From an optimization exercise on the open Yosys and OpenROAD flow, aimed at a short achievable clock period and few clock cycles; shortcuts taken in it are not production practice. The RTL was checked by simulation tests, not by an equivalence proof against the original design.

Design Integration, start of the top module:
module Integration(input clk,
	 input rst,
	 output [31:0]mem_addr,
	 output [31:0]mem_wdata,
	 output mem_we,
	 input [31:0]mem_rdata
 );
	localparam OP_R = 6'b000000, OP_LW = 6'b100011, OP_SW = 6'b101011,
	           OP_BEQ = 6'b000100, OP_J = 6'b001000;
	reg [31:0] rf [0:9];
	reg [9:0] pc_f;      
	reg [9:0] a_lo;      
	reg d_valid;
	reg [31:0] d_ir;
	reg [9:0] d_pc;
	reg [9:0] d_pc1;     
	reg [31:0] d_ra, d_rb, d_pval;
	reg d_pw_a, d_pw_b;
	reg e_valid;
	reg [9:0] e_pc;
	reg e_rwe;           
	reg e_ldwe;          
	reg [4:0] e_wa;      
	reg e_mem, e_st, e_beq;
	reg [31:0] e_a, e_b, e_opb;
	reg [31:0] e_g, e_p, e_gc, e_pp;
	reg e_b_w;           
	reg e_opb_b;         
	reg e_sub, e_and;
	reg [9:0] e_tgt;
	reg e_tgt_nz;        
	reg m_active, m_st, m_ldwe;
	reg [3:0] m_wa;
	reg [31:0] m_addr, m_data;
	reg w_we;
	reg [3:0] w_wa;
	reg [31:0] w_res;
	wire stall = m_active;
	wire [31:0] kg [0:5];
	wire [31:0] kp [0:5];
	assign kg[0] = e_gc;     
	assign kp[0] = e_pp;
	genvar gl, gi;
	generate
		for (gl = 0; gl < 5; gl = gl + 1) begin : ks
			for (gi = 0; gi < 32; gi = gi + 1) begin : b
				if (gi >= (1 << gl)) begin : c
					assign kg[gl + 1][gi] = kg[gl][gi] | (kp[gl][gi] & kg[gl][gi - (1 << gl)]);
					assign kp[gl + 1][gi] = kp[gl][gi] & kp[gl][gi - (1 << gl)];
				end else begin : n
					assign kg[gl + 1][gi] = kg[gl][gi];
					assign kp[gl + 1][gi] = kp[gl][gi];
				end
			end
		end
	endgenerate
	wire [31:0] e_x = e_and ? e_g : (e_p & ~e_g);
	wire [31:0] sum = e_x ^ {kg[5][30:0], e_sub};
	wire [31:0] res = sum;
	reg br_pend;
	reg [9:0] br_tgt;
	wire e_exec = e_valid & ~stall & ~br_pend;
	wire e_taken = e_exec & e_beq & e_tgt_nz & ~|(e_p & ~e_g);    
	wire m_next = e_exec & e_mem;
	wire [4:0] d_rs = d_ir[25:21];
	wire [4:0] d_rt = d_ir[20:16];
	wire [4:0] d_rd = d_ir[15:11];
	wire [9:0] d_tgt = d_pc1 + d_ir[9:0];
	wire d_tgt_nz = |d_ir[9:0];
  ...
For scale: about 4000 cells after synthesis, about 99 I/O pins, ~46000 um^2 of cells after synthesis.
Settings: LEC_CHECK=0, CAP_MARGIN=20, CORE_MARGIN=2, CORE_UTILIZATION=40, SLEW_MARGIN=20; clock period 8.0 ns.
standard.sh (not shown) runs the stock make flow with config.mk's settings and CLKGATE_MAP_FILE= SYNTH_SCRIPT=/design/flow/synth_recipe.tcl, a recipe that flattens the netlist after the stock synthesis.
==> flow/flow/run.sh <==
#!/bin/bash
# Layout flow: the standard layout (standard.sh), with these changes to
# how the layout is optimised:
#  - synthesis is the standard flow's (synth_recipe.tcl) with a faster ABC mapping script
#    (flow/synth.tcl, flow/abc_fast.script); registers are as in the standard
#    synthesis,
#  - the resizer may pick any cell, not only one of the same footprint,
#  - every input and output port gets a sky130_fd_sc_hd__buf_8 buffer
#    instead of the delay cell buffer_ports picks by default.
# make's full output goes to run_make.log; ORFS keeps each step's log under
# orfs/logs/.
set -euo pipefail
export BUFFER_PORTS_ARGS="-inputs -outputs -buffer_cell sky130_fd_sc_hd__buf_8"
export FAST_ABC_SCRIPT="$PWD/flow/abc_fast.script"
bash standard.sh SYNTH_SCRIPT="$PWD/flow/synth.tcl" SETUP_SLACK_MARGIN=6 MATCH_CELL_FOOTPRINT=0 finish > run_make.log 2>&1
==> flow/flow/abc_fast.script <==
&get -n
&st
&dch
&nf -p -F 1
&st
&syn2
&if -g -K 6
&synch2
&nf -p -F 1
&st
&syn2
&if -g -K 6
&synch2
&nf -p -F 1
&st
&syn2
&if -g -K 6
&synch2
&nf -p -F 1
&st
&syn2
&if -g -K 6
&synch2
&nf -p -F 1
&st
&syn2
&if -g -K 6
&synch2
&nf -p -F 1
&put
buffer -c
topo
stime -c
upsize -c
==> flow/flow/synth.tcl <==
# The standard flow's synthesis script (synth_recipe.tcl), with one change: ABC maps with
# flow/abc_fast.script, ORFS's abc_speed.script with a single area-flow round
# in each &nf and no final dnsize, so that paths ABC sees as short are not
# slowed down to the length of the longest one. Registers are not touched
# (ABC runs on the combinational logic only).
proc synth {args} { yosys synth -nofsm -noshare {*}$args }
proc abc {args} {
  set i [lsearch -exact $args -script]
  if {$i >= 0} { lset args [expr {$i + 1}] $::env(FAST_ABC_SCRIPT) }
  yosys abc {*}$args
}
source $::env(SCRIPTS_DIR)/synth.tcl
# left out here: clear keep_hierarchy, flatten, clean up, hide names made inside functions, write 1_2_yosys.v
Testbench counts at the start, summed over its fixed seeds: cycles 10,250.
==> next run, changes <==
--- a/flow/design.v
+++ b/flow/design.v
@@ -99,17 +99,31 @@
 	                       (d_valid & (m_addr[9:0] == d_pc)));
 	wire [9:0] smc_pc = e_valid ? e_pc : d_pc;
 	wire [9:0] pc_other = br_pend ? br_tgt : pc_inc;
 	wire j_en = ~stall & ~br_pend & ~d_redirect;
 	wire [9:0] pc_keep = stall ? (smc_hit ? smc_pc : pc_f) : pc_other;
 	wire [9:0] a_keep = stall ? (smc_hit ? smc_pc : pc_f) : (m_next ? sum[9:0] : pc_other);
 	wire d_take = ~stall & ~br_pend & d_redirect;
-	wire [9:0] pc_next = d_take ? d_tgt : ((f_isj & j_en) ? mem_rdata[9:0] : pc_keep);
-	wire [9:0] a_next = (d_take & ~m_next) ? d_tgt :
-	                    ((f_isj & j_en & ~m_next) ? mem_rdata[9:0] : a_keep);
+	reg we_q;
+	reg rst_seen;        
+	reg up;              
+	always @(posedge clk)
+		rst_seen <= rst;
+	always @(posedge clk or posedge rst) begin
+		if (rst)
+			up <= 0;
+		else
+			up <= 1;
+	end
+	wire boot_bad = ~up & ~rst_seen;
+	wire j_take = f_isj & j_en & ~boot_bad;
+	wire [9:0] pc_next = j_take ? mem_rdata[9:0] :
+	                     (boot_bad ? pc_f : (d_take ? d_tgt : pc_keep));
+	wire [9:0] a_next = (j_take & ~m_next & ~rst) ? mem_rdata[9:0] :
+	                    ((boot_bad | rst) ? pc_f : ((d_take & ~m_next) ? d_tgt : a_keep));
 	reg [31:0] f_ra, f_rb;
 	integer k;
 	always @(*) begin
 		f_ra = 32'b0;
 		f_rb = 32'b0;
 		for (k = 0; k < 10; k = k + 1) begin
 			f_ra = f_ra | (rf[k] & {32{f_rs == k}});
@@ -201,37 +215,20 @@
 			d_pw_a <= w_we & (f_rs == {1'b0, w_wa});
 			d_pw_b <= w_we & (f_rt == {1'b0, w_wa});
 		end
 	end
 	always @(posedge clk or posedge rst) begin
 		if (rst)
 			pc_f <= 0;
-		else if (~boot_bad)
+		else
 			pc_f <= pc_next;
 	end
-	reg we_q;
-	reg rst_seen;        
-	reg up;              
-	always @(posedge clk)
-		rst_seen <= rst;
-	always @(posedge clk or posedge rst) begin
-		if (rst)
-			up <= 0;
-		else
-			up <= 1;
-	end
-	wire boot_bad = ~up & ~rst_seen;
-	always @(posedge clk) begin
-		if (rst) begin
-			a_lo <= 0;
-			we_q <= 0;
-		end else begin
-			a_lo <= boot_bad ? pc_f : a_next;
-			we_q <= e_exec & e_st;
-		end
+	always @(posedge clk) begin
+		a_lo <= a_next;
+		we_q <= ~rst & e_exec & e_st;
 	end
 	always @(posedge clk or posedge rst) begin
 		if (rst) begin
 			d_valid <= 0;
 			e_valid <= 0;
 			m_active <= 0;
 			m_st <= 0;
Global-route usage decreases by 0.79 points. Worst hold slack gets worse by 0.014 ns. Non-clock buffer count decreases by 40. Die area falls slightly. Cell count came out lower by a few percent. Sequential cell count stays the same. Clock-buffer cell count went down by 9. Wire length went down by a few percent. Via count fell by a few percent. Fmax goes up slightly. Core utilization climbs by 0.11 points.
Testbench counts after the change, summed over its fixed seeds: cycles 10,250.

==> afterwards: timing with drivers on the ports <==
No port has a modelled driver above. Below, the same layouts with a new extraction and two added sets of constraints. Step 1 (the two cells are an assumption about what drives the block):
set clk [get_ports {clk}]
set_driving_cell -lib_cell sky130_fd_sc_hd__clkbuf_16 $clk
set_driving_cell -lib_cell sky130_fd_sc_hd__buf_2 [delete_from_list [all_inputs] $clk]
Step 2 times the ports against the registers' clock, not the clock port: input delays grow and output delays shrink by t, the midpoint of the rising clock arrivals with the driver on. Slacks: ideal ports / drivers / drivers and shift; pairs: ideal ports / drivers.
| run | t, ns | setup WS [ns] | worst register clock-pin slew, ns |
|---|---|---|---|
| the first run | 0.780 | 5.232 / 5.155 / 4.440 | 0.06 / 0.06 |
| the second run | 0.768 | 5.249 / 5.175 / 4.555 | 0.07 / 0.07 |
After both steps setup and hold are still met in every run listed. For the first run, which loses most, drivers alone change the setup slack by -0.077 ns; drivers and shift together by -0.792 ns.
